Source: an optimization exercise on an open RTL-to-GDS flow (aim: small area and a short achievable clock period). Production flows keep margins and buffers that such runs may drop. At most, simulation tests tie the RTL to the original design; equivalence was not proved. Power and IR drop assume default switching activity.

==> inputs of 09-28 <==
## store_buffer
module store_buffer
(
    input   logic                       clock,
    input   logic                       reset,
    output  logic                       buffer_empty,
    output  logic                       buffer_full,
    input   logic                       get_oldest,
    output  logic [55:0]                oldest_info,
    input   logic                       push_valid,
    input   logic [55:0]                push_info,
    input   logic [1:0]                 search_valid,
    input   logic [1:0][14:0]           search_tag,
    input   logic                       search_way,
    output  logic [1:0]                 search_rsp_hit_tag,
    output  logic [1:0]                 search_rsp_hit_way,
    output  logic [1:0][55:0]           search_rsp
 );
==> module store_buffer, before the edit <==
module store_buffer
(
    input   logic                       clock,
    input   logic                       reset,
    output  logic                       buffer_empty,
    output  logic                       buffer_full,
    input   logic                       get_oldest,
    output  logic [55:0]                oldest_info,
    input   logic                       push_valid,
    input   logic [55:0]                push_info,
    input   logic [1:0]                 search_valid,
    input   logic [1:0][14:0]           search_tag,
    input   logic                       search_way,
    output  logic [1:0]                 search_rsp_hit_tag,
    output  logic [1:0]                 search_rsp_hit_way,
    output  logic [1:0][55:0]           search_rsp
 );
localparam N = 8;
logic [N-1:0][55:0] info_ff;
logic [N-1:0]       valid_ff;
logic [N-1:0][2:0]  cnt_ff;
assign buffer_empty = |valid_ff;
assign buffer_full  = &valid_ff;
logic [N-1:0] free_oh;
always_comb begin
    free_oh = '0;
    for (int i = N-1; i >= 0; i--)
        if (!valid_ff[i]) free_oh = N'(1) << i;
    if (&valid_ff) free_oh = N'(1);
end
function automatic logic ge3(input logic [2:0] a, input logic [2:0] b);
    logic c1, c2;
    c1  = a[0] | ~b[0];
    c2  = (a[1] & ~b[1]) | (a[1] & c1) | (~b[1] & c1);
    ge3 = (a[2] & ~b[2]) | (a[2] & c2) | (~b[2] & c2);
endfunction
logic [N-1:0][N-1:0] up;
always_comb begin
    up = '0;
    for (int i = 0; i < N; i++)
        for (int j = 0; j < N; j++)
            if (j < i)      up[i][j] = ge3(cnt_ff[i], cnt_ff[j]);
            else if (j > i) up[i][j] = !ge3(cnt_ff[j], cnt_ff[i]);
end
logic [N-1:0] old_sel, old_nx, wrap;
always_comb begin
    for (int i = 0; i < N; i++)
        wrap[i] = free_oh[i] | (&cnt_ff[i]);
    old_nx = '0;
    for (int i = N-1; i >= 0; i--)
        if (wrap[i]) old_nx = N'(1) << i;
end
always @(posedge clock)
    if (reset)           old_sel <= '0;
    else if (push_valid) old_sel <= old_nx;
always_comb begin
    oldest_info = '0;
    for (int i = 0; i < N; i++)
        oldest_info = oldest_info | ({56{old_sel[i]}} & info_ff[i]);
end
logic [1:0][N-1:0] htag, hway, selt, selw, sel;
logic [1:0]        any;
always_comb
    for (int t = 0; t < 2; t++) begin
        for (int k = 0; k < N; k++) begin
            htag[t][k] = search_valid[t] & valid_ff[k] & (info_ff[k][0] == t[0])
                       & (info_ff[k][55:41] == search_tag[t]);
            hway[t][k] = search_valid[t] & valid_ff[k] & (info_ff[k][0] == t[0])
                       & (info_ff[k][35] == search_way);
        end
        search_rsp_hit_tag[t] = |htag[t];
        search_rsp_hit_way[t] = |hway[t];
        any[t] = search_rsp_hit_tag[t] | search_rsp_hit_way[t];
        for (int i = 0; i < N; i++) begin
            selt[t][i] = htag[t][i];
            selw[t][i] = hway[t][i];
            for (int j = 0; j < N; j++)
                if (j != i) begin
                    selt[t][i] = selt[t][i] & !(htag[t][j] & !up[i][j]);
                    selw[t][i] = selw[t][i] & !(hway[t][j] & !up[i][j]);
                end
            sel[t][i] = selt[t][i] | (selw[t][i] & !search_rsp_hit_tag[t]);
        end
    end
always_comb begin
    search_rsp = '0;
    for (int t = 0; t < 2; t++)
        for (int i = 0; i < N; i++)
            search_rsp[t][55:1] = search_rsp[t][55:1] | ({55{sel[t][i]}} & info_ff[i][55:1]);
    search_rsp[0][0] = 1'b0;
    search_rsp[1][0] = any[1];
end
logic [N-1:0] valid_nx;
always_comb
    for (int i = 0; i < N; i++)
        valid_nx[i] = ((valid_ff[i] & !(get_oldest & old_sel[i])) | (push_valid & free_oh[i]))
                    & !sel[0][i] & !sel[1][i];
always @(posedge clock)
    if (reset) valid_ff <= '0;
    else       valid_ff <= valid_nx;
generate for (genvar i = 0; i < N; i++) begin : ENTRY
    always @(posedge clock)
        if (push_valid & free_oh[i]) info_ff[i] <= push_info;
    always @(posedge clock)
        if (reset)           cnt_ff[i] <= 3'd7;
        else if (push_valid) cnt_ff[i] <= free_oh[i] ? 3'd0 : cnt_ff[i] + 3'd1;
end
endgenerate
endmodule
==> flow/config.mk <==
export PLATFORM = sky130hd
export DESIGN_NAME = store_buffer
export DESIGN_NICKNAME = store_buffer
export VERILOG_FILES = /design/flow/design.v
export SDC_FILE = /design/flow/constraint.sdc
export NUM_CORES = 4
export LEC_CHECK = 0
export CAP_MARGIN = 20
export CORE_MARGIN = 2
export CORE_UTILIZATION = 60
export CTS_BUF_LIST = sky130_fd_sc_hd__clkbuf_8
export CTS_CLUSTER_DIAMETER = 40
export CTS_CLUSTER_SIZE = 15
export PLACE_DENSITY = 0.7
export SETUP_SLACK_MARGIN = 5
export SLEW_MARGIN = 20
==> flow/constraint.sdc <==
create_clock -name core_clock -period 22.0 [get_ports {clock}]
set_input_delay 4.4000 -clock core_clock [delete_from_list [all_inputs] [get_ports {clock}]]
set_output_delay 4.4000 -clock core_clock [all_outputs]
set_load 0.01 [all_outputs]
run.sh (not shown) runs the stock make flow with config.mk's settings and CLKGATE_MAP_FILE= SYNTH_SCRIPT=/design/flow/synth_recipe.tcl, a recipe that flattens the netlist after the stock synthesis.
==> 08-27 (differences from 09-28) <==
--- a/flow/design.v
+++ b/flow/design.v
@@ -20,19 +20,7 @@
 logic [N-1:0]       valid_ff;
 logic [N-1:0][2:0]  cnt_ff;
+logic               pushed_ff;
 assign buffer_empty = |valid_ff;
 assign buffer_full  = &valid_ff;
-logic [N-1:0] free_oh;
-always_comb begin
-    free_oh = '0;
-    for (int i = N-1; i >= 0; i--)
-        if (!valid_ff[i]) free_oh = N'(1) << i;
-    if (&valid_ff) free_oh = N'(1);
-end
-function automatic logic ge3(input logic [2:0] a, input logic [2:0] b);
-    logic c1, c2;
-    c1  = a[0] | ~b[0];
-    c2  = (a[1] & ~b[1]) | (a[1] & c1) | (~b[1] & c1);
-    ge3 = (a[2] & ~b[2]) | (a[2] & c2) | (~b[2] & c2);
-endfunction
 logic [N-1:0][N-1:0] up;
 always_comb begin
@@ -40,24 +28,20 @@
     for (int i = 0; i < N; i++)
         for (int j = 0; j < N; j++)
-            if (j < i)      up[i][j] = ge3(cnt_ff[i], cnt_ff[j]);
-            else if (j > i) up[i][j] = !ge3(cnt_ff[j], cnt_ff[i]);
+            if (j < i)      up[i][j] = (cnt_ff[i] >= cnt_ff[j]);
+            else if (j > i) up[i][j] = !(cnt_ff[j] >= cnt_ff[i]);
 end
-logic [N-1:0] old_sel, old_nx, wrap;
-always_comb begin
-    for (int i = 0; i < N; i++)
-        wrap[i] = free_oh[i] | (&cnt_ff[i]);
-    old_nx = '0;
-    for (int i = N-1; i >= 0; i--)
-        if (wrap[i]) old_nx = N'(1) << i;
-end
-always @(posedge clock)
-    if (reset)           old_sel <= '0;
-    else if (push_valid) old_sel <= old_nx;
+logic [N-1:0] old_sel;
+always_comb
+    for (int i = 0; i < N; i++) begin
+        old_sel[i] = 1'b1;
+        for (int j = 0; j < N; j++)
+            if (j != i) old_sel[i] = old_sel[i] & !up[i][j];
+    end
 always_comb begin
     oldest_info = '0;
     for (int i = 0; i < N; i++)
-        oldest_info = oldest_info | ({56{old_sel[i]}} & info_ff[i]);
+        oldest_info = oldest_info | ({56{old_sel[i] & pushed_ff}} & info_ff[i]);
 end
-logic [1:0][N-1:0] htag, hway, selt, selw, sel;
+logic [1:0][N-1:0] htag, hway, hsel, sel;
 logic [1:0]        any;
 always_comb
@@ -71,14 +55,10 @@
         search_rsp_hit_tag[t] = |htag[t];
         search_rsp_hit_way[t] = |hway[t];
-        any[t] = search_rsp_hit_tag[t] | search_rsp_hit_way[t];
+        any[t]  = search_rsp_hit_tag[t] | search_rsp_hit_way[t];
+        hsel[t] = search_rsp_hit_tag[t] ? htag[t] : hway[t];
         for (int i = 0; i < N; i++) begin
-            selt[t][i] = htag[t][i];
-            selw[t][i] = hway[t][i];
+            sel[t][i] = hsel[t][i];
             for (int j = 0; j < N; j++)
-                if (j != i) begin
-                    selt[t][i] = selt[t][i] & !(htag[t][j] & !up[i][j]);
-                    selw[t][i] = selw[t][i] & !(hway[t][j] & !up[i][j]);
-                end
-            sel[t][i] = selt[t][i] | (selw[t][i] & !search_rsp_hit_tag[t]);
+                if (j != i) sel[t][i] = sel[t][i] & (!hsel[t][j] | up[i][j]);
         end
     end
@@ -91,4 +71,11 @@
     search_rsp[1][0] = any[1];
 end
+logic [N-1:0] free_oh;
+always_comb begin
+    free_oh = '0;
+    for (int i = N-1; i >= 0; i--)
+        if (!valid_ff[i]) free_oh = N'(1) << i;
+    if (&valid_ff) free_oh = N'(1);
+end
 logic [N-1:0] valid_nx;
 always_comb
@@ -99,4 +86,7 @@
     if (reset) valid_ff <= '0;
     else       valid_ff <= valid_nx;
+always @(posedge clock)
+    if (reset)           pushed_ff <= 1'b0;
+    else if (push_valid) pushed_ff <= 1'b1;
 generate for (genvar i = 0; i < N; i++) begin : ENTRY
     always @(posedge clock)
==> flow/config.mk (replaced) <==
export PLATFORM = sky130hd
export DESIGN_NAME = store_buffer
export DESIGN_NICKNAME = store_buffer
export VERILOG_FILES = /design/flow/design.v
export SDC_FILE = /design/flow/constraint.sdc
export NUM_CORES = 4
export LEC_CHECK = 0
export CAP_MARGIN = 20
export CORE_MARGIN = 2
export CORE_UTILIZATION = 30
export PLACE_DENSITY = 0.5
export SLEW_MARGIN = 20
==> 03-19 (differences from 09-28) <==
--- a/flow/design.v
+++ b/flow/design.v
@@ -20,13 +20,7 @@
 logic [N-1:0]       valid_ff;
 logic [N-1:0][2:0]  cnt_ff;
+logic               pushed_ff;
 assign buffer_empty = |valid_ff;
 assign buffer_full  = &valid_ff;
-logic [N-1:0] free_oh;
-always_comb begin
-    free_oh = '0;
-    for (int i = N-1; i >= 0; i--)
-        if (!valid_ff[i]) free_oh = N'(1) << i;
-    if (&valid_ff) free_oh = N'(1);
-end
 function automatic logic ge3(input logic [2:0] a, input logic [2:0] b);
     logic c1, c2;
@@ -43,19 +37,15 @@
             else if (j > i) up[i][j] = !ge3(cnt_ff[j], cnt_ff[i]);
 end
-logic [N-1:0] old_sel, old_nx, wrap;
-always_comb begin
-    for (int i = 0; i < N; i++)
-        wrap[i] = free_oh[i] | (&cnt_ff[i]);
-    old_nx = '0;
-    for (int i = N-1; i >= 0; i--)
-        if (wrap[i]) old_nx = N'(1) << i;
-end
-always @(posedge clock)
-    if (reset)           old_sel <= '0;
-    else if (push_valid) old_sel <= old_nx;
+logic [N-1:0] old_sel;
+always_comb
+    for (int i = 0; i < N; i++) begin
+        old_sel[i] = 1'b1;
+        for (int j = 0; j < N; j++)
+            if (j != i) old_sel[i] = old_sel[i] & !up[i][j];
+    end
 always_comb begin
     oldest_info = '0;
     for (int i = 0; i < N; i++)
-        oldest_info = oldest_info | ({56{old_sel[i]}} & info_ff[i]);
+        oldest_info = oldest_info | ({56{old_sel[i] & pushed_ff}} & info_ff[i]);
 end
 logic [1:0][N-1:0] htag, hway, selt, selw, sel;
@@ -91,4 +81,11 @@
     search_rsp[1][0] = any[1];
 end
+logic [N-1:0] free_oh;
+always_comb begin
+    free_oh = '0;
+    for (int i = N-1; i >= 0; i--)
+        if (!valid_ff[i]) free_oh = N'(1) << i;
+    if (&valid_ff) free_oh = N'(1);
+end
 logic [N-1:0] valid_nx;
 always_comb
@@ -99,4 +96,7 @@
     if (reset) valid_ff <= '0;
     else       valid_ff <= valid_nx;
+always @(posedge clock)
+    if (reset)           pushed_ff <= 1'b0;
+    else if (push_valid) pushed_ff <= 1'b1;
 generate for (genvar i = 0; i < N; i++) begin : ENTRY
     always @(posedge clock)
==> flow/flow/run.sh (new file) <==
#!/bin/bash
# Standard layout, with small port buffers and a setup target below the period.
set -euo pipefail
MARGIN=$(cat flow/margin.txt)
bash standard.sh 'BUFFER_PORTS_ARGS=-buffer_cell sky130_fd_sc_hd__buf_1' SETUP_SLACK_MARGIN=$MARGIN finish > standard.log 2>&1
==> flow/flow/margin.txt (new file) <==
10
==> flow/standard.sh (new file) <==
#!/bin/bash
# synth_recipe.tcl (not shown) runs the flow's synth.tcl, then flattens the netlist and writes it again
# the make line also repeats each setting of config.mk as NAME=value (left out here)
make -C /OpenROAD-flow-scripts/flow DESIGN_CONFIG=/design/flow/config.mk WORK_HOME=/design/flow/orfs CLKGATE_MAP_FILE= SYNTH_SCRIPT=/design/flow/synth_recipe.tcl "${@:-finish}"
--- a/flow/config.mk
+++ b/flow/config.mk
@@ -13,4 +13,3 @@
 export CTS_CLUSTER_SIZE = 15
 export PLACE_DENSITY = 0.7
-export SETUP_SLACK_MARGIN = 5
 export SLEW_MARGIN = 20
removed: flow/run.sh
==> comparison <==
08-27 completed with no timing, DRC or antenna violations. 09-28 ran to the end with no violations. 03-19 finished with timing, DRC and antenna clean. Of 09-28 and 03-19, 03-19 has the higher clock power (gap about 2%, measured against 03-19). Critical path depth is the same in 09-28 and 03-19. Between 08-27 and 03-19, the lower synthesized area is in 03-19 (gap about 3.7%, measured against 03-19). The highest clock skew belongs to 03-19, the lowest to 08-27. Maximum frequency, lowest first: 08-27, 09-28, 03-19. Total power, lowest first: 03-19, 09-28, 08-27.
Function not checked in 08-27: the RTL went through the layout flow alone.

-- afterwards: timing with drivers on the ports --
In the flow no input, the clock included, has a driving cell. The finished layouts below were timed again as built, in two steps.
Step 1 (the two cells are an assumption about what drives the block):
set clk [get_ports {clock}]
set_driving_cell -lib_cell sky130_fd_sc_hd__clkbuf_16 $clk
set_driving_cell -lib_cell sky130_fd_sc_hd__buf_2 [delete_from_list [all_inputs] $clk]
Step 2 moves the port delays by t, midway between the first and last clock arrival at a register: inputs arrive t later, outputs are due t later. That takes back most of the time a late clock gives input paths.
Three values: no drivers, after step 1, after step 2; two values: the first two.
run	t (ns)	setup slack, ns	cell pins on the clock port's net
09-28	0.753	7.756 / 7.732 / 7.732	1
08-27	0.682	7.047 / 7.020 / 7.020	1
03-19	0.779	9.847 / 9.760 / 9.760	1
After both steps setup and hold are still met in every run listed. The setup slack of 03-19, which loses most, moves by -0.087 ns with the drivers and by -0.087 ns with both steps.
